This design comes from an exercise in tuning for small area on the open sky130 flow, not from production work.
In this exercise RTL edits were held to simulation tests only and were not proved equivalent to the original.

==> flow/design.v (excerpt) <==
module myidct_less_lut(clk, rst, start, dct_2d, idct_2d, rdy);
output [7:0] idct_2d;
output rdy;
input clk, rst, start;
input [11:0] dct_2d;
integer n;
wire en = start & ~rst;
reg [5:0] pos;
reg wrapped;
reg rdy_q;
always @(posedge clk) begin
    if (rst) begin
        pos <= 6'd0;
        wrapped <= 1'b0;
        rdy_q <= 1'b0;
    end else if (start) begin
        pos <= pos + 6'd1;
        if (pos == 6'd63) wrapped <= 1'b1;
        if (wrapped && pos == 6'd11) rdy_q <= 1'b1;
    end
end
wire [2:0] ph = pos[2:0];
reg [11:0] xin [0:55];
always @(posedge clk) begin
    if (start && pos[5:3] != 3'd7) begin
        xin[0] <= dct_2d;
        for (n = 1; n < 56; n = n + 1) xin[n] <= xin[n-1];
    end
end
reg [11:0] xs [0:63];
always @(posedge clk) begin
    if (start && pos == 6'd63) begin
        for (n = 0; n < 56; n = n + 1) xs[n] <= xin[55-n];
    end
    if (start && pos[5:3] == 3'd7) xs[{3'd7, pos[2:0]}] <= dct_2d;
end
wire [7:0] rsel;
assign rsel[7] = (ph == 3'd0);
genvar g, h;
generate
    for (h = 0; h < 7; h = h + 1) begin : rdec
        assign rsel[h] = (ph == h + 1);
    end
endgenerate
reg [11:0] xr [0:7];
always @(*) begin
    for (n = 0; n < 8; n = n + 1)
        xr[n] = (xs[n] & {12{rsel[0]}}) | (xs[8+n] & {12{rsel[1]}}) |
                (xs[16+n] & {12{rsel[2]}}) | (xs[24+n] & {12{rsel[3]}}) |
                (xs[32+n] & {12{rsel[4]}}) | (xs[40+n] & {12{rsel[5]}}) |
                (xs[48+n] & {12{rsel[6]}}) | (xs[56+n] & {12{rsel[7]}});
end
wire [2:0] r_sel;
wire [11:0] r_x0, r_x1, r_x2, r_x3, r_x4, r_x5, r_x6, r_x7;
wire [27:0] r_y;
wire r_s4 = (r_sel == 3'd1) | (r_sel == 3'd2) | (r_sel == 3'd5) | (r_sel == 3'd6);
wire [11:0] r_x4s = {12{r_s4}} ^ r_x4;
wire [11:0] r_x0_u = {~r_x0[11], r_x0[10:0]};
wire [11:0] r_x0_n = ~r_x0_u;
wire [11:0] r_x4s_u = {~r_x4s[11], r_x4s[10:0]};
wire [11:0] r_x4s_n = ~r_x4s_u;
reg [11:0] r_m7568;
always @(*) begin
    case (r_sel)
        3'd0: r_m7568 = r_x2;
        3'd1: r_m7568 = ~r_x6;
        3'd2: r_m7568 = r_x6;
  ...
make LEC_CHECK=0 CAP_MARGIN=0 CORE_MARGIN=2 CORE_UTILIZATION=65 CTS_CLUSTER_DIAMETER=100 CTS_CLUSTER_SIZE=28 PLACE_DENSITY=0.65 SLEW_MARGIN=0 SYNTH_HIERARCHICAL=1 SYNTH_MINIMUM_KEEP_SIZE=0 finish   # period 15.0 ns
run.sh (not shown) runs the stock make flow with config.mk's settings and CLKGATE_MAP_FILE= SYNTH_SCRIPT=/design/flow/synth_recipe.tcl, a recipe that flattens the netlist after the stock synthesis.
The first run passed the timing, DRC and antenna checks.
==> next run, changes <==
--- a/flow/config.mk
+++ b/flow/config.mk
@@ -9,7 +9,7 @@
 export CORE_MARGIN = 2
 export CORE_UTILIZATION = 65
-export CTS_CLUSTER_DIAMETER = 100
-export CTS_CLUSTER_SIZE = 28
-export PLACE_DENSITY = 0.65
+export CTS_CLUSTER_DIAMETER = 70
+export CTS_CLUSTER_SIZE = 30
+export PLACE_DENSITY = 0.72
 export SLEW_MARGIN = 0
 export SYNTH_HIERARCHICAL = 1
Fmax hardly moves.
Clock-buffer cell count rose by 4.
Wire length rose by 2.1%.
Hold slack barely changes.
Clock skew fell by 0.015 ns.

Starting RTL as in the previous note.
export LEC_CHECK = 0
export CAP_MARGIN = 0
export CORE_MARGIN = 2
export CORE_UTILIZATION = 65
export CTS_BUF_LIST = sky130_fd_sc_hd__clkbuf_8 sky130_fd_sc_hd__clkbuf_16
export CTS_CLUSTER_DIAMETER = 80
export CTS_CLUSTER_SIZE = 20
export PLACE_DENSITY = 0.72
export SLEW_MARGIN = 0
export SYNTH_HIERARCHICAL = 1
export SYNTH_MINIMUM_KEEP_SIZE = 0
create_clock -name core_clock -period 15.0 [get_ports {clk}]
The baseline finished with timing, DRC and antenna clean.
Next try:
--- a/flow/config.mk
+++ b/flow/config.mk
@@ -10,5 +10,5 @@
 export CORE_UTILIZATION = 65
-export CTS_BUF_LIST = sky130_fd_sc_hd__clkbuf_8 sky130_fd_sc_hd__clkbuf_16
-export CTS_CLUSTER_DIAMETER = 80
-export CTS_CLUSTER_SIZE = 20
+export CTS_BUF_LIST = sky130_fd_sc_hd__clkbuf_8
+export CTS_CLUSTER_DIAMETER = 60
+export CTS_CLUSTER_SIZE = 16
 export PLACE_DENSITY = 0.72
The new run completed with no timing, DRC or antenna violations.
Non-clock buffer count is unchanged.
Die area is unchanged.
Worst hold slack gets worse by 0.015 ns.
First-iteration DRC count is lower by 7.9%.
Sequential share of layout area is higher by 0.29 points.
Wire length is lower by 1.5%.
Worst setup slack gets better by 0.080 ns.
Utilization is lower by 0.38 points.
Clock skew hardly moves.

## rev 12
Starting RTL as in the previous note.
make LEC_CHECK=0 CAP_MARGIN=0 CORE_MARGIN=2 CORE_UTILIZATION=65 CTS_CLUSTER_DIAMETER=100 CTS_CLUSTER_SIZE=28 PLACE_DENSITY=0.72 SLEW_MARGIN=0 SYNTH_HIERARCHICAL=1 SYNTH_MINIMUM_KEEP_SIZE=0 finish   # period 15.0 ns
Input changes introduced in rev 13 (baseline for comparison: rev 12):
- changing PLACE_DENSITY from 0.72 to 0.8
Notes after the runs:
Between rev 12 and rev 13, detailed-route vias per instance increased.
Of rev 13 and rev 12, it is rev 13 that has the higher global-route track usage on met2.
In terms of clock insertion delay at the later pin of the skew report, rev 13 and rev 12 differ only marginally.
Compared with rev 12, rev 13 shows maximum operating frequency lower by 0.43%.
Row register-to-register slack: rev 13 lower / rev 12 higher
Rev 12 closes out successfully: all stages finished, all timing, DRC and antenna checks passed.
Rev 13 went all the way through the flow, and no timing, DRC or antenna check failed.
Rev 13 against rev 12: wire length of the first global-routing pass rose 7500 microns, final worst-path setup slack fell 0.060 ns, routed wire length rose 2.2%.
Per the comparison of rev 13 with rev 12, share of the clock period used by the worst path after layout rose by 0.40 points, final hold slack rose by 0.0040 ns.

## what the ideal ports hide
In the flow no input, the clock included, has a driving cell. The finished layouts below were timed again as built, in two steps. Step 1 sets driving cells, clkbuf_16 on the clock port and buf_2 on the other inputs (assumed; they add their load-dependent delay and slew). Step 2 also shifts input and output timing later by t, the mid clock arrival at the registers, as if the neighbouring blocks saw the same clock. Three values: ideal ports, drivers, drivers and shift; two values: the first two.
run | t (ns) | slack for setup (ns) | worst setup path at the end | clock arrival spread, ns | pins driven straight from the clock port
the first run of note 1 | 0.831 | 1.166 / 1.166 / 1.166 | register to register | 0.079 / 0.079 | 1
the second run of note 1 | 0.831 | 1.129 / 1.129 / 1.129 | register to register | 0.052 / 0.052 | 1
the first run of note 2 | 0.847 | 1.143 / 1.143 / 1.143 | register to register | 0.073 / 0.073 | 1
the second run of note 2 | 0.988 | 1.223 / 1.223 / 1.223 | register to register | 0.076 / 0.076 | 1
rev 12 | 0.823 | 1.191 / 1.191 / 1.191 | register to register | 0.046 / 0.046 | 1
rev 13 | 0.826 | 1.131 / 1.131 / 1.131 | register to register | 0.070 / 0.070 | 1
After both steps every run listed still meets setup and hold.
